From an optimization exercise on the open Yosys and OpenROAD flow, aimed at small area and a short achievable clock period; shortcuts taken in it are not production practice.
The RTL was checked by simulation tests, not by an equivalence proof against the original design.

==> inputs of 01-09 <==
==> flow/design.v (excerpt) <==
module processor
#(
	parameter DATA_WIDTH 	= 32,
	parameter OPCODE_WIDTH 	= 4,
	parameter ALU_OP_WIDTH  = 3,
	parameter DATAMEM_WIDTH = 8,
	parameter INSADDR_WIDTH	= 8,
	parameter INS_WIDTH		= OPCODE_WIDTH + DATAMEM_WIDTH
)
(
	input          clk, rst,
	input          [	INS_WIDTH-1:0] 	instr,
	output         [INSADDR_WIDTH-1:0] 	instr_addr,
	output         mem_wr,
	output         [ DATAMEM_WIDTH-1:0]	mem_addr,
	input  signed  [	DATA_WIDTH-1:0] mem_data_in,
	output signed  [	DATA_WIDTH-1:0] mem_data_out
);
==> flow/config.mk <==
export PLATFORM = sky130hd
export DESIGN_NAME = processor
export DESIGN_NICKNAME = processor
export VERILOG_FILES = /design/flow/design.v
export SDC_FILE = /design/flow/constraint.sdc
export NUM_CORES = 4
export LEC_CHECK = 0
export ABC_AREA = 1
export CAP_MARGIN = 20
export CORE_MARGIN = 2
export CORE_UTILIZATION = 40
export CTS_BUF_LIST = sky130_fd_sc_hd__clkbuf_4 sky130_fd_sc_hd__clkbuf_8
export SETUP_SLACK_MARGIN = 5
export SLEW_MARGIN = 20
==> flow/constraint.sdc <==
create_clock -name core_clock -period 10.0 [get_ports {clk}]
set_input_delay 2.0000 -clock core_clock [delete_from_list [all_inputs] [get_ports {clk}]]
set_output_delay 2.0000 -clock core_clock [all_outputs]
set_load 0.01 [all_outputs]
standard.sh (not shown) runs the stock make flow with config.mk's settings and CLKGATE_MAP_FILE= SYNTH_SCRIPT=/design/flow/synth_recipe.tcl, a recipe that flattens the netlist after the stock synthesis.
==> flow/flow/run.sh <==
#!/bin/bash
# Layout flow: the standard flow (standard.sh: ORFS synthesis to final
# layout, unchanged), with the port buffers made of plain buffers
# (sky130_fd_sc_hd__buf_N) instead of the delay buffer the resizer picks by
# default. Every input and output port still gets its own buffer.
export BUFFER_PORTS_ARGS="-buffer_cell sky130_fd_sc_hd__buf_1"
bash standard.sh > standard.log 2>&1
==> 07-11 (differences from 01-09) <==
==> flow/flow/run.sh (replaced) <==
#!/bin/bash
# Layout flow: the standard flow (standard.sh: ORFS synthesis to final
# layout, unchanged), with the port buffers made of plain buffers
# (sky130_fd_sc_hd__buf_N) instead of the delay buffer the resizer picks by
# default. Every input and output port still gets its own buffer.
export BUFFER_PORTS_ARGS="-buffer_cell sky130_fd_sc_hd__buf_${PORT_BUF:-2}"
bash standard.sh > standard.log 2>&1
Settings changed: CORE_UTILIZATION 40 to 50.
==> 11-08 (differences from 01-09) <==
--- a/flow/design.v
+++ b/flow/design.v
@@ -466,23 +466,31 @@
 wire c172 = pp0_3 & pp1_1;
 wire s223 = 1'b1 ^ pp7_15;
 wire c224 = 1'b1 & pp7_15;
 wire [31:0] tx = {1'b1, c224, c222, c220, c218, c216, c214, c212, c210, c208, c206, c204, c202, c200, c198, c196, c194, c192, c190, c188, c186, c184, c182, c180, c178, c176, c174, c172, c170, s169, pp0_1, ng[0]};
 wire [31:0] ty = {1'b0, pp7_16, s223, s221, s219, s217, s215, s213, s211, s209, s207, s205, s203, s201, s199, s197, s195, s193, s191, s189, s187, s185, s183, s181, s179, s177, s175, s173, s171, pp1_0, 1'b0, pp0_0};
 assign nx = sel_mul ? tx : (m & {32{sel_m}});
 assign ny = sel_mul ? ty : (acc & {32{sel_a}});
 endmodule
-module add12 (
-    input  [11:0] a, b,
-    output [11:0] s,
+module add16 (
+    input  [15:0] a, b,
+    output [15:0] s,
     output        co
 );
-wire [11:0] g = a & b;
-wire [11:0] p = a ^ b;
+wire [15:0] g = a & b;
+wire [15:0] p = a ^ b;
+wire G15_14 = g[15] | (p[15] & g[14]);
+wire P15_14 = p[15] & p[14];
+wire G14_13 = g[14] | (p[14] & g[13]);
+wire P14_13 = p[14] & p[13];
+wire G13_12 = g[13] | (p[13] & g[12]);
+wire P13_12 = p[13] & p[12];
+wire G12_11 = g[12] | (p[12] & g[11]);
+wire P12_11 = p[12] & p[11];
 wire G11_10 = g[11] | (p[11] & g[10]);
 wire P11_10 = p[11] & p[10];
 wire G10_9 = g[10] | (p[10] & g[9]);
 wire P10_9 = p[10] & p[9];
 wire G9_8 = g[9] | (p[9] & g[8]);
 wire P9_8 = p[9] & p[8];
 wire G8_7 = g[8] | (p[8] & g[7]);
 wire P8_7 = p[8] & p[7];
@@ -495,16 +503,24 @@
 wire G4_3 = g[4] | (p[4] & g[3]);
 wire P4_3 = p[4] & p[3];
 wire G3_2 = g[3] | (p[3] & g[2]);
 wire P3_2 = p[3] & p[2];
 wire G2_1 = g[2] | (p[2] & g[1]);
 wire P2_1 = p[2] & p[1];
 wire G1_0 = g[1] | (p[1] & g[0]);
 wire P1_0 = p[1] & p[0];
+wire G15_12 = G15_14 | (P15_14 & G13_12);
+wire P15_12 = P15_14 & P13_12;
+wire G14_11 = G14_13 | (P14_13 & G12_11);
+wire P14_11 = P14_13 & P12_11;
+wire G13_10 = G13_12 | (P13_12 & G11_10);
+wire P13_10 = P13_12 & P11_10;
+wire G12_9 = G12_11 | (P12_11 & G10_9);
+wire P12_9 = P12_11 & P10_9;
 wire G11_8 = G11_10 | (P11_10 & G9_8);
 wire P11_8 = P11_10 & P9_8;
 wire G10_7 = G10_9 | (P10_9 & G8_7);
 wire P10_7 = P10_9 & P8_7;
 wire G9_6 = G9_8 | (P9_8 & G7_6);
 wire P9_6 = P9_8 & P7_6;
 wire G8_5 = G8_7 | (P8_7 & G6_5);
 wire P8_5 = P8_7 & P6_5;
@@ -515,131 +531,137 @@
 wire G5_2 = G5_4 | (P5_4 & G3_2);
 wire P5_2 = P5_4 & P3_2;
 wire G4_1 = G4_3 | (P4_3 & G2_1);
 wire P4_1 = P4_3 & P2_1;
 wire G3_0 = G3_2 | (P3_2 & G1_0);
 wire P3_0 = P3_2 & P1_0;
 wire G2_0 = G2_1 | (P2_1 & g[0]);
 wire P2_0 = P2_1 & p[0];
+wire G15_8 = G15_12 | (P15_12 & G11_8);
+wire P15_8 = P15_12 & P11_8;
+wire G14_7 = G14_11 | (P14_11 & G10_7);
+wire P14_7 = P14_11 & P10_7;
+wire G13_6 = G13_10 | (P13_10 & G9_6);
+wire P13_6 = P13_10 & P9_6;
+wire G12_5 = G12_9 | (P12_9 & G8_5);
+wire P12_5 = P12_9 & P8_5;
 wire G11_4 = G11_8 | (P11_8 & G7_4);
 wire P11_4 = P11_8 & P7_4;
 wire G10_3 = G10_7 | (P10_7 & G6_3);
 wire P10_3 = P10_7 & P6_3;
 wire G9_2 = G9_6 | (P9_6 & G5_2);
 wire P9_2 = P9_6 & P5_2;
 wire G8_1 = G8_5 | (P8_5 & G4_1);
 wire P8_1 = P8_5 & P4_1;
 wire G7_0 = G7_4 | (P7_4 & G3_0);
 wire P7_0 = P7_4 & P3_0;
 wire G6_0 = G6_3 | (P6_3 & G2_0);
 wire P6_0 = P6_3 & P2_0;
 wire G5_0 = G5_2 | (P5_2 & G1_0);
 wire P5_0 = P5_2 & P1_0;
 wire G4_0 = G4_1 | (P4_1 & g[0]);
 wire P4_0 = P4_1 & p[0];
+wire G15_0 = G15_8 | (P15_8 & G7_0);
+wire P15_0 = P15_8 & P7_0;
+wire G14_0 = G14_7 | (P14_7 & G6_0);
+wire P14_0 = P14_7 & P6_0;
+wire G13_0 = G13_6 | (P13_6 & G5_0);
+wire P13_0 = P13_6 & P5_0;
+wire G12_0 = G12_5 | (P12_5 & G4_0);
+wire P12_0 = P12_5 & P4_0;
 wire G11_0 = G11_4 | (P11_4 & G3_0);
 wire P11_0 = P11_4 & P3_0;
 wire G10_0 = G10_3 | (P10_3 & G2_0);
 wire P10_0 = P10_3 & P2_0;
 wire G9_0 = G9_2 | (P9_2 & G1_0);
 wire P9_0 = P9_2 & P1_0;
 wire G8_0 = G8_1 | (P8_1 & g[0]);
 wire P8_0 = P8_1 & p[0];
-wire [12:0] cy;
+wire [16:0] cy;
 assign cy[0] = 1'b0;
 assign cy[1] = g[0];
 assign cy[2] = G1_0;
 assign cy[3] = G2_0;
 assign cy[4] = G3_0;
 assign cy[5] = G4_0;
 assign cy[6] = G5_0;
 assign cy[7] = G6_0;
 assign cy[8] = G7_0;
 assign cy[9] = G8_0;
 assign cy[10] = G9_0;
 assign cy[11] = G10_0;
 assign cy[12] = G11_0;
-assign s = p ^ cy[11:0];
-assign co = cy[12];
+assign cy[13] = G12_0;
+assign cy[14] = G13_0;
+assign cy[15] = G14_0;
+assign cy[16] = G15_0;
+assign s = p ^ cy[15:0];
+assign co = cy[16];
 endmodule
-module add20c (
-    input  [19:0] a, b,
+module add16c (
+    input  [15:0] a, b,
     input         ci,
-    output [19:0] s
+    output [15:0] s
 );
-wire [19:0] g = a & b;
-wire [19:0] p = a ^ b;
+wire [15:0] g = a & b;
+wire [15:0] p = a ^ b;
 wire G1_0 = g[1] | (p[1] & g[0]);
 wire P1_0 = p[1] & p[0];
 wire G3_2 = g[3] | (p[3] & g[2]);
 wire P3_2 = p[3] & p[2];
 wire G5_4 = g[5] | (p[5] & g[4]);
 wire P5_4 = p[5] & p[4];
 wire G7_6 = g[7] | (p[7] & g[6]);
 wire P7_6 = p[7] & p[6];
 wire G9_8 = g[9] | (p[9] & g[8]);
 wire P9_8 = p[9] & p[8];
 wire G11_10 = g[11] | (p[11] & g[10]);
 wire P11_10 = p[11] & p[10];
 wire G13_12 = g[13] | (p[13] & g[12]);
 wire P13_12 = p[13] & p[12];
 wire G15_14 = g[15] | (p[15] & g[14]);
 wire P15_14 = p[15] & p[14];
-wire G17_16 = g[17] | (p[17] & g[16]);
-wire P17_16 = p[17] & p[16];
-wire G19_18 = g[19] | (p[19] & g[18]);
-wire P19_18 = p[19] & p[18];
 wire G3_0 = G3_2 | (P3_2 & G1_0);
 wire P3_0 = P3_2 & P1_0;
 wire G7_4 = G7_6 | (P7_6 & G5_4);
 wire P7_4 = P7_6 & P5_4;
 wire G11_8 = G11_10 | (P11_10 & G9_8);
 wire P11_8 = P11_10 & P9_8;
 wire G15_12 = G15_14 | (P15_14 & G13_12);
 wire P15_12 = P15_14 & P13_12;
-wire G19_16 = G19_18 | (P19_18 & G17_16);
-wire P19_16 = P19_18 & P17_16;
 wire G7_0 = G7_4 | (P7_4 & G3_0);
 wire P7_0 = P7_4 & P3_0;
 wire G15_8 = G15_12 | (P15_12 & G11_8);
 wire P15_8 = P15_12 & P11_8;
 wire G15_0 = G15_8 | (P15_8 & G7_0);
 wire P15_0 = P15_8 & P7_0;
 wire G11_0 = G11_8 | (P11_8 & G7_0);
 wire P11_0 = P11_8 & P7_0;
-wire G19_0 = G19_16 | (P19_16 & G15_0);
-wire P19_0 = P19_16 & P15_0;
 wire G5_0 = G5_4 | (P5_4 & G3_0);
 wire P5_0 = P5_4 & P3_0;
 wire G9_0 = G9_8 | (P9_8 & G7_0);
 wire P9_0 = P9_8 & P7_0;
 wire G13_0 = G13_12 | (P13_12 & G11_0);
 wire P13_0 = P13_12 & P11_0;
-wire G17_0 = G17_16 | (P17_16 & G15_0);
-wire P17_0 = P17_16 & P15_0;
 wire G2_0 = g[2] | (p[2] & G1_0);
 wire P2_0 = p[2] & P1_0;
 wire G4_0 = g[4] | (p[4] & G3_0);
 wire P4_0 = p[4] & P3_0;
 wire G6_0 = g[6] | (p[6] & G5_0);
 wire P6_0 = p[6] & P5_0;
 wire G8_0 = g[8] | (p[8] & G7_0);
 wire P8_0 = p[8] & P7_0;
 wire G10_0 = g[10] | (p[10] & G9_0);
 wire P10_0 = p[10] & P9_0;
 wire G12_0 = g[12] | (p[12] & G11_0);
 wire P12_0 = p[12] & P11_0;
 wire G14_0 = g[14] | (p[14] & G13_0);
 wire P14_0 = p[14] & P13_0;
-wire G16_0 = g[16] | (p[16] & G15_0);
-wire P16_0 = p[16] & P15_0;
-wire G18_0 = g[18] | (p[18] & G17_0);
-wire P18_0 = p[18] & P17_0;
-wire [20:0] cy;
+wire [16:0] cy;
 assign cy[0] = ci;
 assign cy[1] = g[0] | (p[0] & ci);
 assign cy[2] = G1_0 | (P1_0 & ci);
 assign cy[3] = G2_0 | (P2_0 & ci);
 assign cy[4] = G3_0 | (P3_0 & ci);
 assign cy[5] = G4_0 | (P4_0 & ci);
 assign cy[6] = G5_0 | (P5_0 & ci);
 assign cy[7] = G6_0 | (P6_0 & ci);
@@ -647,21 +669,17 @@
 assign cy[9] = G8_0 | (P8_0 & ci);
 assign cy[10] = G9_0 | (P9_0 & ci);
 assign cy[11] = G10_0 | (P10_0 & ci);
 assign cy[12] = G11_0 | (P11_0 & ci);
 assign cy[13] = G12_0 | (P12_0 & ci);
 assign cy[14] = G13_0 | (P13_0 & ci);
 assign cy[15] = G14_0 | (P14_0 & ci);
 assign cy[16] = G15_0 | (P15_0 & ci);
-assign cy[17] = G16_0 | (P16_0 & ci);
-assign cy[18] = G17_0 | (P17_0 & ci);
-assign cy[19] = G18_0 | (P18_0 & ci);
-assign cy[20] = G19_0 | (P19_0 & ci);
-assign s = p ^ cy[19:0];
+assign s = p ^ cy[15:0];
 endmodule
 module processor
 #(
 	parameter DATA_WIDTH 	= 32,
 	parameter OPCODE_WIDTH 	= 4,
 	parameter ALU_OP_WIDTH  = 3,
 	parameter DATAMEM_WIDTH = 8,
 	parameter INSADDR_WIDTH	= 8,
@@ -679,38 +697,38 @@
 wire [3:0]  op      = instr[11:8];
 wire [7:0]  operand = instr[7:0];
 wire [15:0] d = 16'd1 << op;
 wire sel_mul = d[4] | d[11];
 wire sel_m   = d[1] | d[3] | d[9] | d[10];
 wire sel_a   = ~(d[1] | d[9] | d[4] | d[11]);
 wire push    = d[8];
 wire pop     = d[9] | d[10] | d[11];
-reg  [11:0] acc_lo;            
-reg  [19:0] acc_hx, acc_hy;    
+reg  [15:0] acc_lo;            
+reg  [15:0] acc_hx, acc_hy;    
 reg         acc_hc;
-wire [19:0] acc_hi;
+wire [15:0] acc_hi;
 wire [DATA_WIDTH-1:0] acc = {acc_hi, acc_lo};
-add20c acc_add (.a(acc_hx), .b(acc_hy), .ci(acc_hc), .s(acc_hi));
+add16c acc_add (.a(acc_hx), .b(acc_hy), .ci(acc_hc), .s(acc_hi));
 wire [DATA_WIDTH-1:0] nx, ny;
 alu alu (.m(mem_data_in), .acc(acc), .sel_mul(sel_mul), .sel_m(sel_m),
          .sel_a(sel_a), .nx(nx), .ny(ny));
-wire [11:0] lo_sum;
+wire [15:0] lo_sum;
 wire        lo_carry;
-add12 lo_add (.a(nx[11:0]), .b(ny[11:0]), .s(lo_sum), .co(lo_carry));
+add16 lo_add (.a(nx[15:0]), .b(ny[15:0]), .s(lo_sum), .co(lo_carry));
 always @ (posedge clk or posedge rst) begin
 	if (rst) begin
-		acc_lo <= 12'd0;
-		acc_hx <= 20'd0;
-		acc_hy <= 20'd0;
+		acc_lo <= 16'd0;
+		acc_hx <= 16'd0;
+		acc_hy <= 16'd0;
 		acc_hc <= 1'b0;
 	end else begin
 		acc_lo <= lo_sum;
-		acc_hx <= nx[31:12];
-		acc_hy <= ny[31:12];
+		acc_hx <= nx[31:16];
+		acc_hy <= ny[31:16];
 		acc_hc <= lo_carry;
 	end
 end
 wire nzero   = |acc;
 wire pc_load = d[7] | (d[5] & nzero) | (d[6] & ~nzero);
 reg [7:0] pc;
 always @ (posedge clk or posedge rst) begin
 	if (rst)
==> flow/flow/run.sh (replaced) <==
#!/bin/bash
# Layout flow: the standard flow (standard.sh: ORFS synthesis to final
# layout, unchanged), with the port buffers made of plain buffers
# (sky130_fd_sc_hd__buf_N) instead of the delay buffer the resizer picks by
# default. Every input and output port still gets its own buffer.
export BUFFER_PORTS_ARGS="-buffer_cell sky130_fd_sc_hd__buf_${PORT_BUF:-2}"
bash standard.sh > standard.log 2>&1
Settings changed: SETUP_SLACK_MARGIN 5 to 4.75.
==> comparison <==
- Of 01-09 and 07-11, 07-11 has the higher global-route usage (gap 5.2 points).
- In clock-buffer cell count, 07-11 and 01-09 do not differ.
- Maximum frequency, highest first: 01-09, 07-11, 11-08.
- Between 07-11 and 01-09, the lower setup slack is in 07-11 (gap 42 ps).
- Of 07-11 and 11-08, 11-08 has the higher cell count (gap about 4%, measured against 11-08).
- The lowest register-to-register slack belongs to 11-08, the highest to 01-09.
- Sequential share of layout area: 07-11 is higher than 01-09 (0.24 points).
- Between 07-11 and 11-08, the lower flip-flop and latch count is in 11-08 (gap 4).
- Final area, lowest first: 07-11, 01-09, 11-08.
- Critical path depth, lowest first: 07-11, 01-09, 11-08.
==> figures <==
metric                                                                           01-09                  11-08                   07-11
Run status                                            no timing/DRC/antenna violations  no timing/DRC/antenna violations  no timing/DRC/antenna violations
Launch point of the critical path                                            instr[11]         mem_data_in[7]                instr[8]
Unique masters post-synth                                                           43                     45                      43
DR vias/cell                                                                      5.53                   5.72                    5.84
Initial Util                                                                     40.9%                  40.9%                   51.4%
Maximum fanout along the worst path                                                 15                     17                      15
Number of filler instances in the final layout                                    2307                   2214                    1728
Post-layout instance area                                                  10600 sq um            11100 sq um             10400 sq um
Final critical-path share of the clock period                                    49.3%                  52.5%                   49.7%
Min cycle time layout                                                          4930 ps                5250 ps                 4970 ps
Total wirelength of the detailed-routed design                                29800 um               31000 um                28700 um
Fraction of the mapped netlist area in simple logic gates                        15.3%                  14.8%                   15.3%
Transition time at the pin with the least slew margin                           881 ps                 839 ps                  883 ps
Critical path's most frequent cell                            sky130_fd_sc_hd__nand2_1  sky130_fd_sc_hd__fa_1  sky130_fd_sc_hd__buf_2
Clock buffer count                                                                  12                     11                      12
Post-synthesis adder-cell area fraction                                          26.5%                  26.6%                   26.5%
Met3 track demand over resource                                                  5.57%                  4.90%                   5.95%
Highest routing layer actually used                                               met4                   met5                    met4
Non-clock buffering overhead                                                     6.88%                  9.23%                   6.87%
Total stage count of the critical path                                               7                     18                       6
Clk Latency, worst-skew pair                                                    360 ps                 350 ps                  350 ps
Maximum number of pins on one net before global-route repair                        70                     66                      70

-- separate check: timing with driven ports --
The flow's constraints put no driver on any port. The routed layouts listed below were extracted and timed again, unchanged, in two steps.
Step 1 assumes that a clkbuf_16 drives the clock port and a buf_2 every other input.
Step 2 times the ports against the registers' clock, not the clock port: input delays grow and output delays shrink by t, the midpoint of the rising clock arrivals with the driver on.
Slacks: ideal ports / drivers / drivers and shift; pairs: ideal ports / drivers.
run | t (ns) | setup WS [ns] | latest minus earliest clock arrival (ns) | worst slew at a driven data input, ns | cell pins on the clock port's net
01-09 | 0.392 | 5.071 / 5.029 / 4.730 | 0.014 / 0.014 | 0.05 | 1
07-11 | 0.385 | 5.029 / 5.005 / 4.707 | 0.016 / 0.016 | 0.04 | 1
11-08 | 0.391 | 4.751 / 4.749 / 4.358 | 0.011 / 0.012 | 0.06 | 1
After both steps setup and hold are still met in every run listed. For 11-08, which loses most, drivers alone change the setup slack by -0.002 ns; drivers and shift together by -0.393 ns.
